This is an optimization exercise on Yosys and OpenROAD, whose aim is small area, a short achievable clock period and few clock cycles per item, not a production implementation.
For this run, only the layout was checked, not whether the RTL still works.
No activity file was given, so power comes from the tool's default toggle rates.

==> design/flow/design.v <==
`timescale 1ns/1ps
module action_config
#(parameter
    C_S_AXI_ADDR_WIDTH = 16,
    C_S_AXI_DATA_WIDTH = 32
)(
    input                                   clk                   ,
    input                                   resetn                 ,
    input  wire [C_S_AXI_ADDR_WIDTH-1:0]   s_axi_AWADDR,
    input  wire                            s_axi_AWVALID,
    output wire                            s_axi_AWREADY,
    input  wire [C_S_AXI_DATA_WIDTH-1:0]   s_axi_WDATA,
    input  wire [C_S_AXI_DATA_WIDTH/8-1:0] s_axi_WSTRB,
    input  wire                            s_axi_WVALID,
    output wire                            s_axi_WREADY,
    output wire [1:0]                      s_axi_BRESP,
    output wire                            s_axi_BVALID,
    input  wire                            s_axi_BREADY,
    input  wire [C_S_AXI_ADDR_WIDTH-1:0]   s_axi_ARADDR,
    input  wire                            s_axi_ARVALID,
    output wire                            s_axi_ARREADY,
    output wire [C_S_AXI_DATA_WIDTH-1:0]   s_axi_RDATA,
    output wire [1:0]                      s_axi_RRESP,
    output wire                            s_axi_RVALID,
    input  wire                            s_axi_RREADY,
    output reg [31:0]                      data_collection_mode     ,
    output reg [47:0]                      fpga_mac_addr            ,
    output reg [31:0]                      fpga_ipv4_addr           ,
    output reg [31:0]                      one_over_energy          ,
    output reg [31:0]                      frames_per_trigger       ,
    output reg [7:0]                       nmodules                 ,
    output reg [3:0]                       nstorage_cells           ,
    output reg                             data_collection_start    ,
    output reg                             data_collection_cancel   ,
    input                                  data_collection_idle     ,
    input                                  qsfpdd_modprs            ,
    input [6:0]                            hbm_temperature          ,
    input                                  hbm_temp_trip            ,
    input                                  apb_complete_0           ,
    input                                  pede2gain_data_fifo_empty  ,
    input                                  pede2gain_data_fifo_full   ,
    input                                  pede2gain_addr_fifo_empty  ,
    input                                  pede2gain_addr_fifo_full   ,
    input                                  udp_fifo_empty             ,
    input                                  udp_fifo_full              ,
    input                                  host_mem_data_fifo_empty   ,
    input                                  host_mem_data_fifo_full    ,
    input                                  host_mem_cmd_fifo_empty    ,
    input                                  host_mem_cmd_fifo_full     ,
    input                                  work_req_fifo_empty        ,
    input                                  work_req_fifo_full         ,
    input                                  work_compl_fifo_empty      ,
    input                                  work_compl_fifo_full       ,
    input                                  last_data_fifo_empty       ,
    input                                  last_data_fifo_full        ,
    input                                  last_addr_fifo_empty       ,
    input                                  last_addr_fifo_full        ,
    input                                  mailbox_interrupt_0        ,
    input                                  mailbox_interrupt_1        ,
    input [63:0]                           stalls_hbm                 ,
    input [63:0]                           stalls_host                ,
    input                                  stalls_hbm_valid           ,
    input                                  stalls_host_valid          ,
    input [63:0]                           packets_processed          ,
    input                                  packets_processed_valid    ,
    input [63:0]                           packets_eth                ,
    input                                  packets_eth_valid          ,
    input [63:0]                           packets_icmp               ,
    input                                  packets_icmp_valid         ,
    input [63:0]                           packets_udp                ,
    input                                  packets_udp_valid          ,
    input [3:0]                            host_writer_err       ,
    input                                  host_writer_err_valid ,
    input                                  eth_stat_rx_status         ,
    input                                  eth_stat_rx_aligned        ,
    input                                  eth_busy                   ,
    input                                  eth_stat_rx_packet_bad_fcs ,
    input                                  mm2s_error                 ,
    input                                  s2mm_error                 ,
    output                                 qsfp_led_busy                ,
    output                                 qsfp_led_conn
);
    reg        rvalid;
    reg [31:0] rdata;
    reg [1:0]  bcnt;           
    reg        idle_r;
    reg        rst_d;          
    reg        st1, st2n, al1, al2, fcs1, fcs2, fcs_ever, busy1, busy2n;
    reg [6:0]  temp_r, maxtemp;
    reg        trip_r, trip_ever, modprs_r;
    reg [17:0] fifo_r;
    reg [3:0]  hwerr;
    reg [63:0] c_shost, c_shbm, c_pproc, c_peth, c_picmp, c_pudp;
    reg        v_shost, v_shbm, v_pproc, v_peth, v_picmp, v_pudp;
    reg  wok_r, cok_r;
    wire wr_ok = wok_r;
    assign s_axi_AWREADY = wr_ok & s_axi_WVALID;
    assign s_axi_WREADY  = wr_ok & s_axi_AWVALID;
    assign s_axi_BVALID  = (bcnt != 2'd0);
    assign s_axi_BRESP   = 2'b00;
    wire wr = s_axi_AWVALID & s_axi_WVALID & wr_ok;
    wire b_hs = s_axi_BVALID & s_axi_BREADY;
    wire [1:0] n_bcnt = bcnt + {1'b0, wr} - {1'b0, b_hs};
    always @(posedge clk) begin
        if (!resetn) begin
            bcnt  <= 2'd0;
            wok_r <= 1'b1;
            cok_r <= 1'b1;
        end else begin
            bcnt  <= n_bcnt;
            wok_r <= (n_bcnt != 2'd3);
            cok_r <= (n_bcnt != 2'd3) & data_collection_idle;
        end
    end
    wire aw_hi0 = (s_axi_AWADDR[15:7] == 9'd0) && (s_axi_AWADDR[1:0] == 2'd0);
    wire w_ap   = wr && aw_hi0 && (s_axi_AWADDR[6:2] == 5'd0);
    wire w_cfg  = s_axi_AWVALID && s_axi_WVALID && cok_r && aw_hi0 && (s_axi_AWADDR[6:5] == 2'b11);
    wire [2:0] w_idx = s_axi_AWADDR[4:2];
    wire [31:0] wd = s_axi_WDATA & {32{resetn}};
    wire [7:0]  w_sel = {8{w_cfg}} & (8'd1 << w_idx);
    wire [3:0] be_maclo  = ({4{w_sel[0]}} & s_axi_WSTRB) | {4{~resetn}};
    wire [3:0] be_machi  = ({4{w_sel[1]}} & s_axi_WSTRB) | {4{~resetn}};
    wire [3:0] be_ipv4   = ({4{w_sel[2]}} & s_axi_WSTRB) | {4{~resetn}};
    wire [3:0] be_nmod   = ({4{w_sel[3]}} & s_axi_WSTRB) | {4{~resetn}};
    wire [3:0] be_mode   = ({4{w_sel[4]}} & s_axi_WSTRB) | {4{~resetn}};
    wire [3:0] be_energy = ({4{w_sel[5]}} & s_axi_WSTRB) | {4{~resetn}};
    wire [3:0] be_frames = ({4{w_sel[6]}} & s_axi_WSTRB) | {4{~resetn}};
    wire [3:0] be_nsc    = ({4{w_sel[7]}} & s_axi_WSTRB) | {4{~resetn}};
    integer i;
    always @(posedge clk) begin
        for (i = 0; i < 4; i = i + 1) begin
            if (be_maclo[i])  fpga_mac_addr[8*i +: 8]    <= wd[8*i +: 8];
            if (be_ipv4[i])   fpga_ipv4_addr[8*i +: 8]   <= wd[8*i +: 8];
            if (be_mode[i])   data_collection_mode[8*i +: 8] <= wd[8*i +: 8];
            if (be_energy[i]) one_over_energy[8*i +: 8]  <= wd[8*i +: 8];
            if (be_frames[i]) frames_per_trigger[8*i +: 8] <= wd[8*i +: 8];
        end
        for (i = 0; i < 2; i = i + 1)
            if (be_machi[i])  fpga_mac_addr[32+8*i +: 8] <= wd[8*i +: 8];
        if (be_nmod[0]) nmodules       <= wd[7:0];
        if (be_nsc[0])  nstorage_cells <= wd[3:0];
    end
    always @(posedge clk) begin
        if (!resetn)
            data_collection_start <= 1'b0;
        else if (!idle_r)
            data_collection_start <= 1'b0;
        else if (w_ap && s_axi_WSTRB[0] && s_axi_WDATA[0])
            data_collection_start <= 1'b1;
    end
    always @(posedge clk) begin
        if (!resetn)
            data_collection_cancel <= 1'b0;
        else if (w_ap && s_axi_WSTRB[0])
            data_collection_cancel <= s_axi_WDATA[2];
    end
    assign s_axi_ARREADY = ~rvalid | s_axi_RREADY;
    assign s_axi_RVALID  = rvalid;
    assign s_axi_RDATA   = rdata;
    assign s_axi_RRESP   = 2'b00;
    always @(posedge clk) begin
        if (!resetn)
            rvalid <= 1'b0;
        else if (s_axi_ARREADY)
            rvalid <= s_axi_ARVALID;
    end
    wire [31:0] ap_ctrl = {4'd0, hwerr, 5'd0,
                           ~(modprs_r & rst_d), mailbox_interrupt_1, mailbox_interrupt_0,
                           fcs_ever, apb_complete_0, trip_ever, trip_r,
                           s2mm_error, mm2s_error, al2, ~st2n,
                           5'd0, data_collection_cancel, idle_r, data_collection_start};
    wire [3:0] aq = s_axi_ARADDR[6:3];
    wire cs_shost = (aq == 4'd5)  & v_shost;
    wire cs_shbm  = (aq == 4'd6)  & v_shbm;
    wire cs_pproc = (aq == 4'd8)  & v_pproc;
    wire cs_peth  = (aq == 4'd9)  & v_peth;
    wire cs_picmp = (aq == 4'd10) & v_picmp;
    wire cs_pudp  = (aq == 4'd11) & v_pudp;
    wire [63:0] cnt = ({64{cs_shost}} & c_shost) | ({64{cs_shbm}}  & c_shbm)
                    | ({64{cs_pproc}} & c_pproc) | ({64{cs_peth}}  & c_peth)
                    | ({64{cs_picmp}} & c_picmp) | ({64{cs_pudp}}  & c_pudp);
    wire [31:0] cnt_w = s_axi_ARADDR[2] ? cnt[63:32] : cnt[31:0];
    reg [31:0] oth;
    always @(*) begin
        case (s_axi_ARADDR[6:2])
            5'd0:  oth = ap_ctrl;
            5'd4:  oth = 32'h52324158;
            5'd6:  oth = {25'd0, temp_r};
            5'd7:  oth = {25'd0, maxtemp};
            5'd8:  oth = 32'd8;
            5'd9:  oth = 32'd1;
            5'd14: oth = {12'd0, fifo_r[17:4], 2'd0, fifo_r[3:0]} & {32{rst_d}};
            5'd24: oth = fpga_mac_addr[31:0];
            5'd25: oth = {16'd0, fpga_mac_addr[47:32]};
            5'd26: oth = fpga_ipv4_addr;
            5'd27: oth = {24'd0, nmodules};
            5'd28: oth = data_collection_mode;
            5'd29: oth = one_over_energy;
            5'd30: oth = frames_per_trigger;
            5'd31: oth = {28'd0, nstorage_cells};
            default: oth = 32'd0;
        endcase
    end
    wire [31:0] rmux = ((s_axi_ARADDR[15:7] == 9'd0) && (s_axi_ARADDR[1:0] == 2'd0)) ? (cnt_w | oth) : 32'd0;
    always @(posedge clk) begin
        if (s_axi_ARREADY)
            rdata <= rmux;
    end
    always @(posedge clk) begin
        st1    <= eth_stat_rx_status;
        st2n   <= ~st1;
        al1    <= eth_stat_rx_aligned;
        al2    <= al1;
        fcs1   <= eth_stat_rx_packet_bad_fcs;
        fcs2   <= fcs1;
        busy1  <= eth_busy;
        busy2n <= ~busy1;
        temp_r <= hbm_temperature;
        trip_r <= hbm_temp_trip;
        rst_d  <= resetn;
        modprs_r <= qsfpdd_modprs;
        fifo_r <= {last_addr_fifo_full, last_addr_fifo_empty,
                   last_data_fifo_full, last_data_fifo_empty,
                   work_compl_fifo_full, work_compl_fifo_empty,
                   work_req_fifo_full, work_req_fifo_empty,
                   host_mem_cmd_fifo_full, host_mem_cmd_fifo_empty,
                   host_mem_data_fifo_full, host_mem_data_fifo_empty,
                   udp_fifo_full, udp_fifo_empty,
                   pede2gain_addr_fifo_full, pede2gain_addr_fifo_empty,
                   pede2gain_data_fifo_full, pede2gain_data_fifo_empty};
    end
    assign qsfp_led_conn = st2n;
    assign qsfp_led_busy = busy2n;
    always @(posedge clk) begin
        if (!resetn) begin
            idle_r    <= 1'b1;
            trip_ever <= 1'b0;
            fcs_ever  <= 1'b0;
            maxtemp   <= 7'd0;
            hwerr     <= 4'd0;
        end else begin
            idle_r <= data_collection_idle;
            if (hbm_temp_trip) trip_ever <= 1'b1;
            if (fcs2) fcs_ever <= 1'b1;
            if (temp_r > maxtemp) maxtemp <= temp_r;
            if (host_writer_err_valid) hwerr <= host_writer_err;
        end
    end
    always @(posedge clk) begin
        if (stalls_host_valid)       c_shost <= stalls_host;
        if (stalls_hbm_valid)        c_shbm  <= stalls_hbm;
        if (packets_processed_valid) c_pproc <= packets_processed;
        if (packets_eth_valid)       c_peth  <= packets_eth;
        if (packets_icmp_valid)      c_picmp <= packets_icmp;
        if (packets_udp_valid)       c_pudp  <= packets_udp;
    end
    always @(posedge clk) begin
        if (!resetn) begin
            v_shost <= 1'b0; v_shbm <= 1'b0; v_pproc <= 1'b0;
            v_peth  <= 1'b0; v_picmp <= 1'b0; v_pudp <= 1'b0;
        end else begin
            if (stalls_host_valid)       v_shost <= 1'b1;
            if (stalls_hbm_valid)        v_shbm  <= 1'b1;
            if (packets_processed_valid) v_pproc <= 1'b1;
            if (packets_eth_valid)       v_peth  <= 1'b1;
            if (packets_icmp_valid)      v_picmp <= 1'b1;
            if (packets_udp_valid)       v_pudp  <= 1'b1;
        end
    end
endmodule
==> design/flow/flow/run.sh <==
#!/bin/bash
# Standard ORFS flow, with small port buffers, large clock sink clusters and no CTS dummy loads.
set -e
export BUFFER_PORTS_ARGS="-buffer_cell sky130_fd_sc_hd__buf_1"
export CTS_ARGS="-sink_clustering_enable -repair_clock_nets -dont_use_dummy_load -sink_clustering_size 25 -sink_clustering_max_diameter 80"
bash standard.sh > standard.log 2>&1
==> design/flow/standard.sh <==
#!/bin/bash
# synth_recipe.tcl (not shown) runs the flow's synth.tcl, then flattens the netlist and writes it again
# the make line also repeats each setting of config.mk as NAME=value (left out here)
make -C /OpenROAD-flow-scripts/flow DESIGN_CONFIG=/design/flow/config.mk WORK_HOME=/design/flow/orfs CLKGATE_MAP_FILE= SYNTH_SCRIPT=/design/flow/synth_recipe.tcl "${@:-finish}"
==> design/flow/config.mk <==
export PLATFORM = sky130hd
export DESIGN_NAME = action_config
export DESIGN_NICKNAME = action_config
export VERILOG_FILES = /design/flow/design.v
export SDC_FILE = /design/flow/constraint.sdc
export NUM_CORES = 4
export LEC_CHECK = 0
export CAP_MARGIN = 20
export CORE_MARGIN = 2
export CORE_UTILIZATION = 50
export PLACE_DENSITY = 0.75
export SETUP_SLACK_MARGIN = 2.0
export SLEW_MARGIN = 60
export TNS_END_PERCENT = 0
==> design/flow/constraint.sdc <==
create_clock -name core_clock -period 4.0 [get_ports {clk}]
set_input_delay 0.8000 -clock core_clock [delete_from_list [all_inputs] [get_ports {clk}]]
set_output_delay 0.8000 -clock core_clock [all_outputs]
set_load 0.01 [all_outputs]
==> notes.md <==
==> what timing repair did <==
item	CTS	global route
gates resized for setup	93	19
hold buffers	0	0
cloned	6	1
pin swaps	52	15
endpoints found under the setup margin	285	315
buffers inserted	48	12
==> layout make-up <==
cell class,count,area share [%]
sequential,667,62.3
multi-input combinational,760,17.8
timing repair buffer,859,13.8
clock buffer,37,2.98
tap,664,2.67
antenna,33,0.265
inverter,19,0.229
==> state kept, by name (all words and copies together) (netlist names), 8 cells and up <==
signal / count
data_collection_mode: 32
nmodules: 8
c_pproc: 64
one_over_energy: 32
c_shbm: 64
c_picmp: 64
rdata: 32
fpga_ipv4_addr: 32
fpga_mac_addr: 48
c_pudp: 64
fifo_r: 18
c_shost: 64
frames_per_trigger: 32
c_peth: 64
==> worst min-delay path by stage <==
stage	end	cells after the start
finish	fifo_r[7]	1
global route	fifo_r[16]	1
CTS	fifo_r[7]	1
detailed placement	al2	0
global placement	fcs2	0
floorplan	al2	0
==> cells by family (layout without fill, tap and decap cells) <==
group / Yosys count / count (layout)
AND/OR/NAND/NOR: 353 / 355
multiplexers: 8 / 8
AO/OA/AOI/OAI: 382 / 382
flip-flops: 667 / 667
buffers and inverters: 111 / 915
XOR/XNOR: 2 / 2
other: 1 / 37
adder cells (fa/ha/maj): 9 / 9
==> through the flow <==
stage	total power [W]	cell area [µm²]
after global placement	0.00968	28500
after CTS	0.0135	30800
after global routing	0.0139	31100
after floorplan	0.00894	24900
after detailed placement	0.00972	28700
final	0.0135	31100
==> layer usage <==
layer  vias up  global-route usage, %  part of all wire (%)
li1       7698                      -                     -
met1      9273                   46.5                    34
met4        18                   16.5                   4.4
met5         -                      0                  0.12
met2      1801                   57.9                    47
met3       271                   11.8                    15
==> power by group through the flow <==
stage          Clock [W]  Combinational (W)  Sequential [W]
6_report         0.00379            0.00127         0.00848
5_1_grt          0.00401            0.00133         0.00851
4_1_cts          0.00379            0.00122         0.00846
3_5_place_dp           0            0.00112         0.00860
3_3_place_gp           0            0.00108         0.00860
2_1_floorplan          0           0.000361         0.00858
==> layout by cell type, fill, tap and decap left out, types with 19 or more instances in the layout <==
master     synthesis  final
and2_1            42     40
dfxtp_1           63     63
a221oi_1          54     43
buf_1              5    726
buf_12             0     29
nand2_1          171    161
a21oi_1           42     41
buf_4             13     68
a22oi_1          122    113
o21ai_4            0     25
a22o_1            31     30
a222oi_1          20     20
inv_1             19     19
diode_2            0     33
clkbuf_16          0     39
a31oi_1           24     23
nand3_1           61     57
edfxtp_1         604    604
==> critical path: stages <==
cell      delay, ps
buf_6            90
buf_6           110
and3b_2         250
and3b_4         260
buf_12          170
a22o_4          260
a211oi_2        210
a31o_1          270
a31oi_1         100
==> results.ini <==
[logic_synthesis]
synthXorXnorAreaFrac_pct=0.0712
synth_area_um2=24600
yosys-top-cells-area=edfxtp_1 (74%), dfxtp_1 (5.1%), a22oi_1 (3.7%)
synth_edf_count=604
synth_fa_ha_area_share_pct=0.458
yosys.area_share.simple_pct=6.89
synth_compound_gate_area_share_pct=11.3
synth_commonest_cells=edfxtp_1 (604), nand2_1 (171), a22oi_1 (122), dfxtp_1 (63), nand3_1 (61)
ys_seq_area_share_pct=78.8
synthMuxAreaShare_pct=0.325
synth.avg_cell_area_um2=16.1
syn_inst=1533
synth-async-reset-ratio_pct=0
synth_top_family_by_area=compound AO/OA/AOI/OAI gates
synth_seq_cells=667
ys_types=50
yosysTopAreaCellShare_pct=73.7
synth_top_area_cell=edfxtp_1
yosysWarnings=1
ys.flop_type=edfxtp_1
synth.most_common_cell=edfxtp_1

[power]
irDropWorstVdd_mv=0.473
power.switching_w=0.00324
powerDensity_nw_per_um2=435
p_int_w=0.0103
clkPwrFrac_pct=28.0
combPwrFrac_pct=9.4
swShare_pct=24.0
p_leak_nw=10.5
power_frac_seq_pct=62.7

[clock_tree]
clk_path_buf_depth=3
cts_buffers=37
clkTransAtPathRegs_ps=90
clk_latency_ps=590
tritoncts=done
cts-htree-levels=2
cts_root_buffer=clkbuf_16
cts.sinks=667

[critical_path]
arrival_ps=2530
r2r_end=cok_r
startpoint=s_axi_ARADDR[6]
critPathRequiredTime_ps=4260
reg2reg_depth=10
crit_end=rdata[16]
endpoint_kind=flop
path_max_fanout=6
rrSetupSlack_ps=1910
critPathKind=primary input to flop
start_kind=primary input
r2r_start=bcnt[1]

[layout]
fin_nets=2860
drive_gt1_share_pct=12.0
area_growth_syn_to_layout_pct=26.4
nFillCells=3504
regArea_um2=19400
utilization_pct=63.8
final_cells=3039
multi_input_area_um2=5520

[sta]
setup_viol=0
drv_slew=0
tightest_slew_ps=578
finalCritPeriodShare_pct=56.9
skew_ps=67.2
fin_ws_ps=1730
tns_ps=0
hold_viol=0
clock.fmax_mhz=440
hold_slack_ps=295
slew_headroom_pct=61.5
rsz0062_at_grt=yes
period_needed_ps=2270

[floorplanning]
coreArea_um2=48700
rows=81
io_pins=740
die-area_um2=51000
fp.dieW_um=226
start_util_pct=50.5
die_h_um=226

[routing]
vias=19100
wl_per_cell_um=31.9
first_pass_iters=9
ant_nets=0
drt_iter0_drc=2756
totalWireLength_um=97100
avgViaCountPerCell=6.27
route.detailed.drc=0

[global_route]
grt_pass1_wl_um=131000
grt-ovfl-total=0
antenna_found_initial=30
grt_max_degree=66
grt_pass1_vias=18400
grt_util_all_layers_pct=36.7

[hold_path]
min_from=host_mem_data_fifo_full
hp-class=primary input to flop

[job]
cap_violations=0

[placed_design]
dp.cells=2900
pre_cts_ws_ps=658
routabilityCongestion=1.01
dp.final_hpwl_um=68800
io_buffers=735

[outcome]
status=complete, no violations

[separate check: timing with driven ports]
The flow's constraints put no driver on any port. The routed layout listed below was extracted and timed again, unchanged, in two steps. Step 1 (the two cells are an assumption about what drives the block):
set clk [get_ports {clk}]
set_driving_cell -lib_cell sky130_fd_sc_hd__clkbuf_16 $clk
set_driving_cell -lib_cell sky130_fd_sc_hd__buf_2 [delete_from_list [all_inputs] $clk]
Step 2 adds t to the input delays and takes it off the output delays; t is the mean of the earliest and latest rising clock arrival at the registers after step 1. Input paths then give back, and output paths get back, about the clock's delay inside the block. Slacks: no drivers / after step 1 / after step 2; pairs: no drivers / after step 1.
t (ns): 0.619
setup WS [ns]: 1.726 / 1.718 / 1.099
worst setup path after step 2: input to register
After both steps setup and hold are still met in this run. The setup slack of this run moves by -0.008 ns with the drivers and by -0.627 ns with both steps.
